Background: an optimization exercise with open tools, aiming at small area and a short achievable clock period. Do not read the settings as production practice.
The RTL was checked by simulation tests, not by an equivalence proof against the original design.
No activity file was given, so power comes from the tool's default toggle rates.

==> wip/ember: inputs <==
Design ALU, start of the top module:
module ALU(
    input logic CLK,
    input logic RST,
    input logic ACT,
    input logic[3:0]  OP,
    input logic[1:0]  MOVI,
    input logic[31:0] REG_A,
    input logic[31:0] REG_B,
    input logic[31:0] MEM,
    input logic[31:0] IMM,
    output logic[31:0] DATA,
    output logic       RDY,
    output logic       VLD
);
    localparam logic [1:0] INIT = 2'd0, FIRST_STAGE = 2'd1,
                           MUL_FIRST_STAGE = 2'd2, MUL_SECOND_STAGE = 2'd3;
    logic [1:0]  state_curr;
    logic [31:0] operand_B;
    assign RDY = state_curr == INIT;
    assign VLD = (state_curr != INIT) & ~RST;
    always_comb begin
        case (MOVI)
            2'b00:   operand_B = REG_B;
            2'b01:   operand_B = MEM;
            2'b10:   operand_B = IMM;
            default: operand_B = '0;
        endcase
    end
    wire is_mul = OP == 4'b0010;
    wire [31:0] a = REG_A;
    wire [31:0] bm = is_mul ? operand_B : 32'b0;
    wire addsub = (OP == 4'b0000) | (OP == 4'b0001);
    wire is_dec = OP == 4'b1111;
    logic [31:0] e1;
    logic        c0;
    always_comb begin
        c0 = 1'b0;
        case (OP)
            4'b0000: e1 = operand_B;                                    
            4'b0001: begin e1 = ~operand_B; c0 = 1'b1; end              
            4'b0010: e1 = 32'b0;                                        
            4'b0011: e1 = {1'b0, operand_B[31:1]};                      
            4'b0100: e1 = {operand_B[30:0], 1'b0};                      
            4'b0101: e1 = {operand_B[0], operand_B[31:1]};              
  ...
Settings: LEC_CHECK=0, CAP_MARGIN=20, CORE_MARGIN=2, CORE_UTILIZATION=40, SETUP_SLACK_MARGIN=2.5, SLEW_MARGIN=20; clock period 10.5 ns.
run.sh (not shown) runs the stock make flow with config.mk's settings and CLKGATE_MAP_FILE= SYNTH_SCRIPT=/design/flow/synth_recipe.tcl, a recipe that flattens the netlist after the stock synthesis.
==> inputs of wip/cedar, as changes to wip/ember <==
--- a/flow/config.mk
+++ b/flow/config.mk
@@ -5,8 +5,8 @@
 export SDC_FILE = /design/flow/constraint.sdc
 export NUM_CORES = 4
 export LEC_CHECK = 0
 export CAP_MARGIN = 20
 export CORE_MARGIN = 2
 export CORE_UTILIZATION = 40
-export SETUP_SLACK_MARGIN = 2.5
+export SETUP_SLACK_MARGIN = 4
 export SLEW_MARGIN = 20
==> inputs of wip/yarrow, as changes to wip/ember <==
--- a/flow/design.v
+++ b/flow/design.v
@@ -9,87 +9,87 @@
     input logic[31:0] MEM,
     input logic[31:0] IMM,
     output logic[31:0] DATA,
     output logic       RDY,
     output logic       VLD
 );
-    localparam logic [1:0] INIT = 2'd0, FIRST_STAGE = 2'd1,
-                           MUL_FIRST_STAGE = 2'd2, MUL_SECOND_STAGE = 2'd3;
-    logic [1:0]  state_curr;
+    logic        st_first, st_mul1, st_mul2;
     logic [31:0] operand_B;
-    assign RDY = state_curr == INIT;
-    assign VLD = (state_curr != INIT) & ~RST;
+    assign RDY = ~(st_first | st_mul1 | st_mul2);
+    assign VLD = ~RDY & ~RST;
     always_comb begin
         case (MOVI)
             2'b00:   operand_B = REG_B;
             2'b01:   operand_B = MEM;
             2'b10:   operand_B = IMM;
             default: operand_B = '0;
         endcase
     end
     wire is_mul = OP == 4'b0010;
-    wire [31:0] a = REG_A;
-    wire [31:0] bm = is_mul ? operand_B : 32'b0;
-    wire addsub = (OP == 4'b0000) | (OP == 4'b0001);
+    wire is_add = OP == 4'b0000;
+    wire is_sub = OP == 4'b0001;
+    wire is_inc = OP == 4'b1110;
     wire is_dec = OP == 4'b1111;
+    wire [31:0] a = REG_A;
+    wire [31:0] b = operand_B;
     logic [31:0] e1;
     logic        c0;
     always_comb begin
         c0 = 1'b0;
         case (OP)
-            4'b0000: e1 = operand_B;                                    
-            4'b0001: begin e1 = ~operand_B; c0 = 1'b1; end              
+            4'b0000: e1 = a;                                            
+            4'b0001: e1 = a;                                            
             4'b0010: e1 = 32'b0;                                        
-            4'b0011: e1 = {1'b0, operand_B[31:1]};                      
-            4'b0100: e1 = {operand_B[30:0], 1'b0};                      
-            4'b0101: e1 = {operand_B[0], operand_B[31:1]};              
-            4'b0110: e1 = {operand_B[30:0], operand_B[31]};             
-            4'b0111: e1 = ~operand_B;                                   
-            4'b1000: e1 = a & operand_B;
-            4'b1001: e1 = a | operand_B;
-            4'b1010: e1 = a ^ operand_B;
-            4'b1011: e1 = ~(a & operand_B);
-            4'b1100: e1 = ~(a | operand_B);
-            4'b1101: e1 = ~(a ^ operand_B);
-            4'b1110: begin e1 = operand_B; c0 = 1'b1; end               
-            default: e1 = operand_B;                                    
+            4'b0011: e1 = {1'b0, b[31:1]};                              
+            4'b0100: e1 = {b[30:0], 1'b0};                              
+            4'b0101: e1 = {b[0], b[31:1]};                              
+            4'b0110: e1 = {b[30:0], b[31]};                             
+            4'b0111: e1 = ~b;                                           
+            4'b1000: e1 = a & b;
+            4'b1001: e1 = a | b;
+            4'b1010: e1 = a ^ b;
+            4'b1011: e1 = ~(a & b);
+            4'b1100: e1 = ~(a | b);
+            4'b1101: e1 = ~(a ^ b);
+            4'b1110: begin e1 = 32'b0; c0 = 1'b1; end                   
+            default: e1 = 32'hFFFF_FFFF;                                
         endcase
     end
-    wire [33:0] bext = {2'b00, bm};
+    wire [33:0] aext = {2'b00, a};
     wire [32:0] bx [0:15];
     wire [15:0] bneg;
-    wire [32:0] a2 = {a, 1'b0};
-    wire [32:0] a1 = {1'b0, a};
+    wire [32:0] m2 = {b, 1'b0};
+    wire [32:0] m1 = {1'b0, b};
     genvar gi, gj;
     generate
         for (gi = 0; gi < 16; gi = gi + 1) begin : g_booth
-            wire b_hi = bext[2*gi+1];
-            wire b_md = bext[2*gi];
+            wire b_hi = aext[2*gi+1];
+            wire b_md = aext[2*gi];
             wire b_lo;
             if (gi == 0) begin : g_lo0
                 assign b_lo = 1'b0;
             end else begin : g_lon
-                assign b_lo = bext[2*gi-1];
+                assign b_lo = aext[2*gi-1];
             end
             wire one, two;
             if (gi == 0) begin : g_d0
-                assign one = b_md | addsub;
-                assign two = b_hi & ~b_md;
-                assign bneg[gi] = b_hi | is_dec;
+                assign one = is_mul ? b_md : (is_add | is_sub | is_inc | is_dec);
+                assign two = is_mul & b_hi & ~b_md;
+                assign bneg[gi] = is_mul ? b_hi : is_sub;
             end else begin : g_dn
-                assign one = b_md ^ b_lo;
-                assign two = (b_hi & ~b_md & ~b_lo) | (~b_hi & b_md & b_lo);
-                assign bneg[gi] = b_hi;
+                assign one = is_mul & (b_md ^ b_lo);
+                assign two = is_mul & ((b_hi & ~b_md & ~b_lo) | (~b_hi & b_md & b_lo));
+                assign bneg[gi] = is_mul & b_hi;
             end
             for (gj = 0; gj < 33; gj = gj + 1) begin : g_sel
-                assign bx[gi][gj] = ((one & a1[gj]) | (two & a2[gj])) ^ bneg[gi];
+                assign bx[gi][gj] = ((one & m1[gj]) | (two & m2[gj])) ^ bneg[gi];
             end
         end
     endgenerate
-    wire [31:0] bh16 = {32{bm[31]}} & a;
-    wire negbit0 = bm[1];
+    wire [31:0] bh16 = {32{is_mul & a[31]}} & b;
+    wire negbit0 = bneg[0];
     wire s1 = bx[0][22] ^ bx[1][20];
     wire c2 = bx[0][22] & bx[1][20];
     wire s3 = bx[0][23] ^ bx[1][21];
     wire c4 = bx[0][23] & bx[1][21];
     wire s5 = bx[0][24] ^ bx[1][22] ^ bx[2][20];
     wire c6 = (bx[0][24] & bx[1][22]) | (bx[0][24] & bx[2][20]) | (bx[1][22] & bx[2][20]);
@@ -1209,24 +1209,23 @@
     wire c1120 = (~bneg[15] & bh16[31]) | (~bneg[15] & c992) | (bh16[31] & c992);
     wire [63:0] tree_s = {s1119, s1117, s1115, s1113, s1111, s1109, s1107, s1105, s1103, s1101, s1099, s1097, s1095, s1093, s1091, s1089, s1087, s1085, s1083, s1081, s1079, s1077, s1075, s1073, s1071, s1069, s1067, s1065, s1063, s1061, s1059, s1057, s1055, s1053, s1051, s1049, s1047, s1045, s1043, s1041, s1039, s1037, s1035, s1033, s1031, s1029, s1027, s1025, s1023, s1021, s1019, s1017, s1015, s1013, s1011, s1009, s1007, s1005, s1003, s1001, s999, s997, s995, s869};
     wire [63:0] tree_c = {c1118, c1116, c1114, c1112, c1110, c1108, c1106, c1104, c1102, c1100, c1098, c1096, c1094, c1092, c1090, c1088, c1086, c1084, c1082, c1080, c1078, c1076, c1074, c1072, c1070, c1068, c1066, c1064, c1062, c1060, c1058, c1056, c1054, c1052, c1050, c1048, c1046, c1044, c1042, c1040, c1038, c1036, c1034, c1032, c1030, c1028, c1026, c1024, c1022, c1020, c1018, c1016, c1014, c1012, c1010, c1008, c1006, c1004, c1002, c1000, c998, c996, c994, s993};
     logic [31:0] s_lo, c_lo, s_hi, c_hi;
     logic        cy;
     always_ff @(posedge CLK) begin
-        if (RST)
-            state_curr <= INIT;
-        else begin
-            case (state_curr)
-                INIT:             if (ACT) state_curr <= is_mul ? MUL_FIRST_STAGE : FIRST_STAGE;
-                FIRST_STAGE:      state_curr <= INIT;
-                MUL_FIRST_STAGE:  state_curr <= MUL_SECOND_STAGE;
-                default:          state_curr <= INIT;
-            endcase
+        if (RST) begin
+            st_first <= 1'b0;
+            st_mul1  <= 1'b0;
+            st_mul2  <= 1'b0;
+        end else begin
+            st_first <= RDY & ACT & ~is_mul;
+            st_mul1  <= RDY & ACT & is_mul;
+            st_mul2  <= st_mul1;
         end
     end
-    wire sel_hi = state_curr == MUL_SECOND_STAGE;
+    wire sel_hi = st_mul2;
     wire [32:0] osum = {1'b0, sel_hi ? s_hi : s_lo} + {1'b0, sel_hi ? c_hi : c_lo} + {32'b0, sel_hi & cy};
     always_ff @(posedge CLK) begin
         s_lo <= tree_s[31:0];
         c_lo <= tree_c[31:0];
         if (RDY) begin
             s_hi <= tree_s[63:32];
==> summary of the runs <==
Against wip/yarrow, the final area of wip/ember is larger by 4.4%. Sequential power is about the same in wip/cedar and wip/ember. Against wip/ember, the utilization of wip/cedar is higher by 8.0 points. Register-to-register slack: wip/cedar > wip/yarrow > wip/ember. In die area, wip/cedar and wip/ember do not differ. First-iteration DRC count: wip/ember < wip/yarrow < wip/cedar. Routed wire length: wip/yarrow < wip/ember < wip/cedar.

-- re-timing with driven ports --
In the flow no input, the clock included, has a driving cell. The finished layouts below were timed again as built, in two steps. Step 1 sets driving cells, clkbuf_16 on the clock port and buf_2 on the other inputs (assumed; they add their load-dependent delay and slew). Step 2 adds t to the input delays and takes it off the output delays; t is the mean of the earliest and latest rising clock arrival at the registers after step 1. Input paths then give back, and output paths get back, about the clock's delay inside the block. Slacks: no drivers / after step 1 / after step 2; pairs: no drivers / after step 1.
run | t (ns) | setup slack, ns | clock arrival spread, ns | worst data-port slew with drivers (ns)
wip/ember | 0.554 | 2.633 / 2.674 / 2.120 | 0.036 / 0.036 | 0.12
wip/cedar | 0.583 | 3.582 / 3.597 / 3.014 | 0.030 / 0.030 | 0.08
wip/yarrow | 0.544 | 2.629 / 2.663 / 2.118 | 0.015 / 0.015 | 0.07
After both steps every run listed still meets setup and hold. The setup slack of wip/cedar, which loses most, moves by +0.015 ns with the drivers and by -0.568 ns with both steps.
